From an optimization exercise on the open Yosys and OpenROAD flow, aimed at small area; shortcuts taken in it are not production practice. At most, simulation tests tie the RTL to the original design; equivalence was not proved. The clock input has no modelled driver; a real chip could not lean on it and would need a root buffer or a full tree. Power figures rest on the tool's default switching activity, not on a simulated workload.

==> module uart_recv, before the edit <==
module uart_recv (
    input  logic       clk,
    input  logic       rst,
    input  logic       rx,
    output logic [7:0] d,
    output logic       rdy);
    logic       idle;
    logic [8:0] ring;
    logic [1:0] a;
    logic [2:0] b;
    logic [4:0] c;
    logic [3:0] e;
    wire start = idle & ~rx;
    wire tick  = ~idle & ~a[0] & a[1] & b[0] & b[1] & c[0] & c[1] & c[2] & c[4];
    wire stop  = tick & e[1] & ~e[2];
    always_ff @(posedge clk) begin
        if (start) begin
            a <= 2'b00;
            b <= 3'b001;
            c <= 5'b01011;
            e <= 4'b0000;
        end else begin
            a <= {a[0], ~a[1]};
            b <= {b[1:0], ~(b[2] ^ b[1])};
            c <= {c[3:0], ~(c[4] ^ c[2])};
            e <= {e[2:0], ~(e[3] ^ e[2])};
        end
        ring <= {tick ? rx : ring[0], ring[8:1]};
        rdy <= ~rst & stop & rx;
        if (rst | (stop & rx)) d <= {8{~rst}} & {ring[5], ring[1], ring[6], ring[2], ring[7], ring[3], ring[8], ring[4]};
        if (rst)        idle <= 1'b1;
        else if (start) idle <= 1'b0;
        else if (stop)  idle <= 1'b1;
    end
endmodule
export LEC_CHECK = 0
export CAP_MARGIN = 20
export CORE_MARGIN = 2
export CORE_UTILIZATION = 40
export SLEW_MARGIN = 20
create_clock -name core_clock -period 10.0 [get_ports {clk}]
standard.sh (not shown) runs the stock make flow with config.mk's settings and CLKGATE_MAP_FILE= SYNTH_SCRIPT=/design/flow/synth_recipe.tcl, a recipe that flattens the netlist after the stock synthesis.
==> flow/flow/run.sh <==
#!/bin/bash
# Own layout flow: the standard flow (standard.sh: unchanged synthesis,
# floorplan, power grid and tap cells) with smaller cells where the standard
# flow picks large ones:
#  - after the floorplan, every combinational cell is set to its smallest
#    drive strength (repair_design later upsizes any that need it);
#  - input and output ports are buffered with buf_1;
#  - after clock tree synthesis the tree is replaced by 4 buffers, one per
#    quarter of the registers (balanced), each driven by the clock port.
# All tool output goes to standard_flow.log here and ORFS's own logs.
set -euo pipefail
HERE=$(cd "$(dirname "$0")" && pwd)
export POST_FLOORPLAN_TCL=$HERE/downsize.tcl
export POST_CTS_TCL=$HERE/clock_tree.tcl
export BUFFER_PORTS_ARGS="-buffer_cell sky130_fd_sc_hd__buf_1"
bash standard.sh > standard_flow.log 2>&1
Other scripts of this flow, unchanged in this note and not shown: flow/flow/clock_tree.tcl, flow/flow/downsize.tcl
Change:
--- a/flow/design.v
+++ b/flow/design.v
@@ -49,7 +49,10 @@
     logic [3:0] e;
     wire start = idle & ~rx;
     wire tick  = ~idle & ~a[0] & a[1] & b[0] & b[1] & c[0] & c[1] & c[2] & c[4];
+    wire ld, keep;
     wire stop  = tick & e[1] & ~e[2];
+    assign ld   = ~rst & stop & rx;
+    assign keep = ~rst & ~(stop & rx);
     always_ff @(posedge clk) begin
         if (start) begin
             a <= 2'b00;
@@ -64,7 +67,7 @@
         end
         ring <= {tick ? rx : ring[0], ring[8:1]};
         rdy <= ~rst & stop & rx;
-        if (rst | (stop & rx)) d <= {8{~rst}} & {ring[5], ring[1], ring[6], ring[2], ring[7], ring[3], ring[8], ring[4]};
+        d <= ({8{ld}} & {ring[5], ring[1], ring[6], ring[2], ring[7], ring[3], ring[8], ring[4]}) | ({8{keep}} & d);
         if (rst)        idle <= 1'b1;
         else if (start) idle <= 1'b0;
         else if (stop)  idle <= 1'b1;
=>
- via count rose by 9.2%
- synthesized area drops by 3.9%
- synthesized cell count grows by 12%
- global-route usage goes down by 0.23 points
- worst setup slack got worse by 0.12 ns
- core utilization came out higher by 1.2 points
- final cell count grows by 7.0%
- power decreases by 2.4%
- fmax falls by 3.6%
- sequential cell count does not change
- die area goes down by 3.7%
- sequential power shrinks by about 3%
- routed wire length grows by 6.1%
- design area falls by 3.6%
No functional check of the RTL was part of the first run of this note. In every run of this note, the design's own scripts or RTL, not TritonCTS, make the clock network.

========
v6:
Another version of the RTL of uart_core (not shown whole).
Size in the first run: about 140 cells after synthesis, about 23 I/O pins, roughly 1500 µm² of cells after synthesis.
==> module uart_send, before the edit <==
module uart_send (
    input  logic       clk,
    input  logic       rst,
    input  logic [7:0] d,
    input  logic       send,
    output logic       rdy,
    output logic       tx);
    logic        send_prev;
    logic        tx_q;
    logic [10:0] ring;
    logic [1:0]  a;
    logic [2:0]  b;
    logic [4:0]  c;
    wire idle  = b == 3'b010;
    wire start = idle & ~send_prev & send;
    wire tick  = a[0] & a[1] & b[0] & b[1] & ~b[2] & c[0] & ~c[1] & ~c[3] & c[4];
    wire fin   = ring[0] & ring[1] & ring[2] & ring[3] & ring[4] & ring[5] & ring[6] & ring[7] & ring[10] & a[0] & b[0] & ~b[1] & ~b[2] & c[0] & ~c[1] & c[2] & c[4];
    assign rdy = idle;
    assign tx  = tx_q;
    always_ff @(posedge clk) begin
        send_prev <= rst | send;
        a <= start ? 2'b00 : {~a[0], a[1]};
        b <= (rst | fin) ? 3'b010 : start ? 3'b000 : {~b[1], ~b[0], (b[0] ^ b[2])};
        c <= start ? 5'b11100 : {~c[3], ~c[2], ~c[1], ~c[0], (c[1] ^ c[4])};
        ring[0] <= start ? ~d[1] : ~ring[1];
        ring[1] <= start ? ~d[0] : ~ring[2];
        ring[2] <= start ? 1'b1 : ~ring[3];
        ring[3] <= start ? 1'b1 : ~ring[4];
        ring[4] <= start ? 1'b0 : ~ring[5];
        ring[5] <= start ? ~d[7] : ~ring[6];
        ring[6] <= start ? ~d[6] : ~ring[7];
        ring[7] <= start ? ~d[5] : ~ring[8];
        ring[8] <= start ? ~d[4] : ~ring[9];
        ring[9] <= start ? ~d[3] : ~ring[10];
        ring[10] <= start ? ~d[2] : (~ring[0] & ~tick);
        if (rst)       tx_q <= 1'b1;
        else if (tick) tx_q <= ~ring[0];
    end
endmodule
==> module uart_recv, before the edit <==
module uart_recv (
    input  logic       clk,
    input  logic       rst,
    input  logic       rx,
    output logic [7:0] d,
    output logic       rdy);
    logic [10:0] ring;
    logic [1:0]  a;
    logic [2:0]  b;
    logic [4:0]  c;
    wire idle  = b == 3'b010;
    wire start = idle & ~rx;
    wire tick  = a[0] & ~a[1] & ~b[0] & b[1] & b[2] & c[0] & ~c[1] & ~c[3] & c[4];
    wire stop  = tick & ring[0];
    wire ld    = ~rst & stop & rx;
    wire keep  = ~rst & ~(stop & rx);
    always_ff @(posedge clk) begin
        a <= start ? 2'b00 : {~a[0], a[1]};
        b <= (rst | stop) ? 3'b010 : start ? 3'b000 : {~b[1], ~b[0], (b[0] ^ b[2])};
        c <= start ? 5'b00111 : {~c[3], ~c[2], ~c[1], ~c[0], (c[1] ^ c[4])};
        ring[0] <= start ? 1'b1 : ~ring[1];
        ring[1] <= start ? 1'b1 : ~ring[2];
        ring[2] <= start ? 1'b1 : ~ring[3];
        ring[3] <= start ? 1'b1 : ~ring[4];
        ring[4] <= start ? 1'b1 : ~ring[5];
        ring[5] <= start ? 1'b1 : ~ring[6];
        ring[6] <= start ? 1'b1 : ~ring[7];
        ring[7] <= start ? 1'b1 : ~ring[8];
        ring[8] <= start ? 1'b0 : ~ring[9];
        ring[9] <= start ? 1'b1 : ~ring[10];
        ring[10] <= start ? 1'b1 : ~(tick ? rx : ring[0]);
        rdy <= ld;
        d <= ({8{ld}} & {ring[1], ring[2], ring[3], ring[4], ring[5], ring[6], ring[7], ring[8]}) | ({8{keep}} & d);
    end
endmodule
export LEC_CHECK = 0
export CAP_MARGIN = 20
export CORE_MARGIN = 2
export CORE_UTILIZATION = 40
export SLEW_MARGIN = 20
create_clock -name core_clock -period 10.0 [get_ports {clk}]
==> flow/flow/run.sh <==
#!/bin/bash
# Own layout flow: the standard flow (standard.sh: standard synthesis,
# floorplan, power grid and tap cells, placement, routing) with these changes:
#  - the combinational logic of the standard synthesis netlist is re-mapped
#    for area by ABC (resynth.sh) with each of the abc_*.script scripts, and
#    the smallest result is kept; register instances are kept as they are;
#  - after the floorplan, every combinational cell is set to its smallest
#    drive strength (downsize.tcl; repair_design upsizes any that need it);
#  - input and output ports are buffered with buf_1;
#  - after clock tree synthesis the tree is replaced by 4 buffers, each
#    driving a quarter of the registers, all driven by the clock port
#    (clock_tree.tcl).
# Each tool's output goes to a log file here (and ORFS's own logs).
set -euo pipefail
HERE=$(cd "$(dirname "$0")" && pwd)
RES=orfs/results/$FLOW_PLATFORM/uart_core/base
LIB=$FLOW_HOME/platforms/$FLOW_PLATFORM/lib/sky130_fd_sc_hd__tt_025C_1v80.lib

bash standard.sh synth > synth.log 2>&1
cp $RES/1_2_yosys.v standard_synth.v
best=""
best_area=""
for s in $HERE/abc_*.script; do
  n=$(basename $s .script)
  bash $HERE/resynth.sh standard_synth.v resynth_$n.v $s $LIB > resynth_$n.log 2>&1
  a=$(awk '/Chip area for top module/ {print $NF}' resynth_$n.v.stat)
  echo "$n $a" >> resynth_areas.txt
  if [[ -z "$best" ]] || awk -v a="$a" -v b="$best_area" 'BEGIN{exit !(a < b)}'; then
    best=$n; best_area=$a
  fi
done
echo "kept $best $best_area" >> resynth_areas.txt
cp resynth_$best.v $RES/1_2_yosys.v
touch $RES/1_2_yosys.v

export POST_FLOORPLAN_TCL=$HERE/downsize.tcl
export POST_CTS_TCL=$HERE/clock_tree.tcl
export BUFFER_PORTS_ARGS="-buffer_cell sky130_fd_sc_hd__buf_1"
bash standard.sh > standard_flow.log 2>&1
Other scripts of this flow, unchanged in this note and not shown: flow/flow/abc_2.script, flow/flow/abc_4.script, flow/flow/abc_41.script, flow/flow/abc_5.script, flow/flow/clock_tree.tcl, flow/flow/downsize.tcl, flow/flow/resynth.sh
For v7, these inputs were changed with respect to v6:
==> flow/design.v, changed modules only <==
module uart_send (
    input  logic       clk,
    input  logic       rst,
    input  logic [7:0] d,
    input  logic       send,
    output logic       rdy,
    output logic       tx);
    logic        send_prev_n;    
    logic        tx_q;
    logic [10:0] ring;
    logic [1:0]  a;
    logic [2:0]  b;
    logic [4:0]  c;
    wire idle  = b == 3'b101;
    wire start = idle & send_prev_n & send;
    wire tick  = ~a[0] & a[1] & ~b[0] & ~b[1] & ~b[2] & ~c[0] & ~c[2] & c[3] & ~c[4];
    wire fin   = ~idle & ring[0] & ring[1] & ring[2] & ring[3] & ring[4] & ring[5] & ring[6] & ring[7] & ring[10] & ~a[0] & b[0] & b[2] & ~c[0] & c[1] & c[3] & ~c[4];
    assign rdy = idle;
    assign tx  = tx_q;
    always_ff @(posedge clk) begin
        send_prev_n <= ~(rst | send);
        a <= start ? 2'b01 : {~a[0], a[1]};
        b <= (rst | fin) ? 3'b101 : start ? 3'b010 : {~b[1], ~b[0], ~(b[0] ^ b[2])};
        c <= start ? 5'b11010 : {~c[3], ~c[2], ~c[1], ~c[0], (c[2] ^ c[4])};
        ring[0] <= start ? ~d[1] : ~ring[1];
        ring[1] <= start ? ~d[0] : ~ring[2];
        ring[2] <= start ? 1'b1 : ~ring[3];
        ring[3] <= start ? 1'b1 : ~ring[4];
        ring[4] <= start ? 1'b0 : ~ring[5];
        ring[5] <= start ? ~d[7] : ~ring[6];
        ring[6] <= start ? ~d[6] : ~ring[7];
        ring[7] <= start ? ~d[5] : ~ring[8];
        ring[8] <= start ? ~d[4] : ~ring[9];
        ring[9] <= start ? ~d[3] : ~ring[10];
        ring[10] <= start ? ~d[2] : (~ring[0] & ~tick);
        if (rst)       tx_q <= 1'b1;
        else if (tick) tx_q <= ~ring[0];
    end
endmodule
module uart_recv (
    input  logic       clk,
    input  logic       rst,
    input  logic       rx,
    output logic [7:0] d,
    output logic       rdy);
    logic [10:0] ring;
    logic [1:0]  a;
    logic [2:0]  b;
    logic [4:0]  c;
    wire idle  = b == 3'b101;
    wire start = idle & ~rx;
    wire tick  = ~a[0] & ~a[1] & b[0] & b[1] & b[2] & c[1] & ~c[2] & c[3] & ~c[4];
    wire stop  = tick & ring[0];
    wire ld    = ~rst & stop & rx;
    wire keep  = ~rst & ~(stop & rx);
    always_ff @(posedge clk) begin
        a <= start ? 2'b10 : {~a[0], a[1]};
        b <= (rst | stop) ? 3'b101 : start ? 3'b000 : {~b[1], ~b[0], ~(b[0] ^ b[2])};
        c <= start ? 5'b11010 : {~c[3], ~c[2], ~c[1], ~c[0], (c[2] ^ c[4])};
        ring[0] <= start ? 1'b1 : ~ring[1];
        ring[1] <= start ? 1'b1 : ~ring[2];
        ring[2] <= start ? 1'b1 : ~ring[3];
        ring[3] <= start ? 1'b1 : ~ring[4];
        ring[4] <= start ? 1'b1 : ~ring[5];
        ring[5] <= start ? 1'b1 : ~ring[6];
        ring[6] <= start ? 1'b1 : ~ring[7];
        ring[7] <= start ? 1'b1 : ~ring[8];
        ring[8] <= start ? 1'b0 : ~ring[9];
        ring[9] <= start ? 1'b1 : ~ring[10];
        ring[10] <= start ? 1'b1 : ~(tick ? rx : ring[0]);
        rdy <= ld;
        d <= ({8{ld}} & {ring[1], ring[2], ring[3], ring[4], ring[5], ring[6], ring[7], ring[8]}) | ({8{keep}} & d);
    end
endmodule
Findings:
Changes observed in v7 relative to v6: transition time at the pin with the least slew margin increased 0.028 ns, number of instances in the synthesized netlist went down about 3%, maximum fanout count along the critical path now sits higher.
Going from v6 to v7, global-route wire length before repair fell by 1.7%, fmax increased by 5.0% relative to the old numbers, power rose by about 7%.
Die area for v7: 1.0% down relative to v6
Clock period minus final worst setup slack was higher in the run labelled v6.
Summary of v7 over v6: violation count after the first detailed-routing iteration picked up an extra 28; amount of wire on met2 after detailed routing lost about 1.4%.
No run of this note takes its clock network from TritonCTS; it comes from the design's own scripts or RTL.

-- separate check: timing with driven ports --
Ports are ideal in the flow. The routed layouts listed here were re-timed in OpenROAD. Step 1 (the two cells are an assumption about what drives the block):
set clk [get_ports {clk}]
set_driving_cell -lib_cell sky130_fd_sc_hd__clkbuf_16 $clk
set_driving_cell -lib_cell sky130_fd_sc_hd__buf_2 [delete_from_list [all_inputs] $clk]
Step 2, shift: input delay + t, output delay - t, t = (earliest + latest rising clock arrival at the registers) / 2. This alone moves slack from input paths to output paths. Slacks: no drivers / after step 1 / after step 2; pairs: no drivers / after step 1.
run	t, ns	slack for setup (ns)	clock arrival spread, ns	worst register clock-pin slew, ns
the first run of note 1	0.176	6.867 / 6.903 / 6.727	0.006 / 0.007	0.09 / 0.09
the second run of note 1	0.174	6.750 / 6.773 / 6.599	0.008 / 0.008	0.09 / 0.09
v6	0.172	6.443 / 6.471 / 6.299	0.011 / 0.012	0.09 / 0.09
v7	0.171	6.612 / 6.645 / 6.474	0.009 / 0.010	0.09 / 0.09
After both steps setup and hold are still met in every run listed. The setup slack of the second run of note 1, which loses most, moves by +0.023 ns with the drivers and by -0.151 ns with both steps.
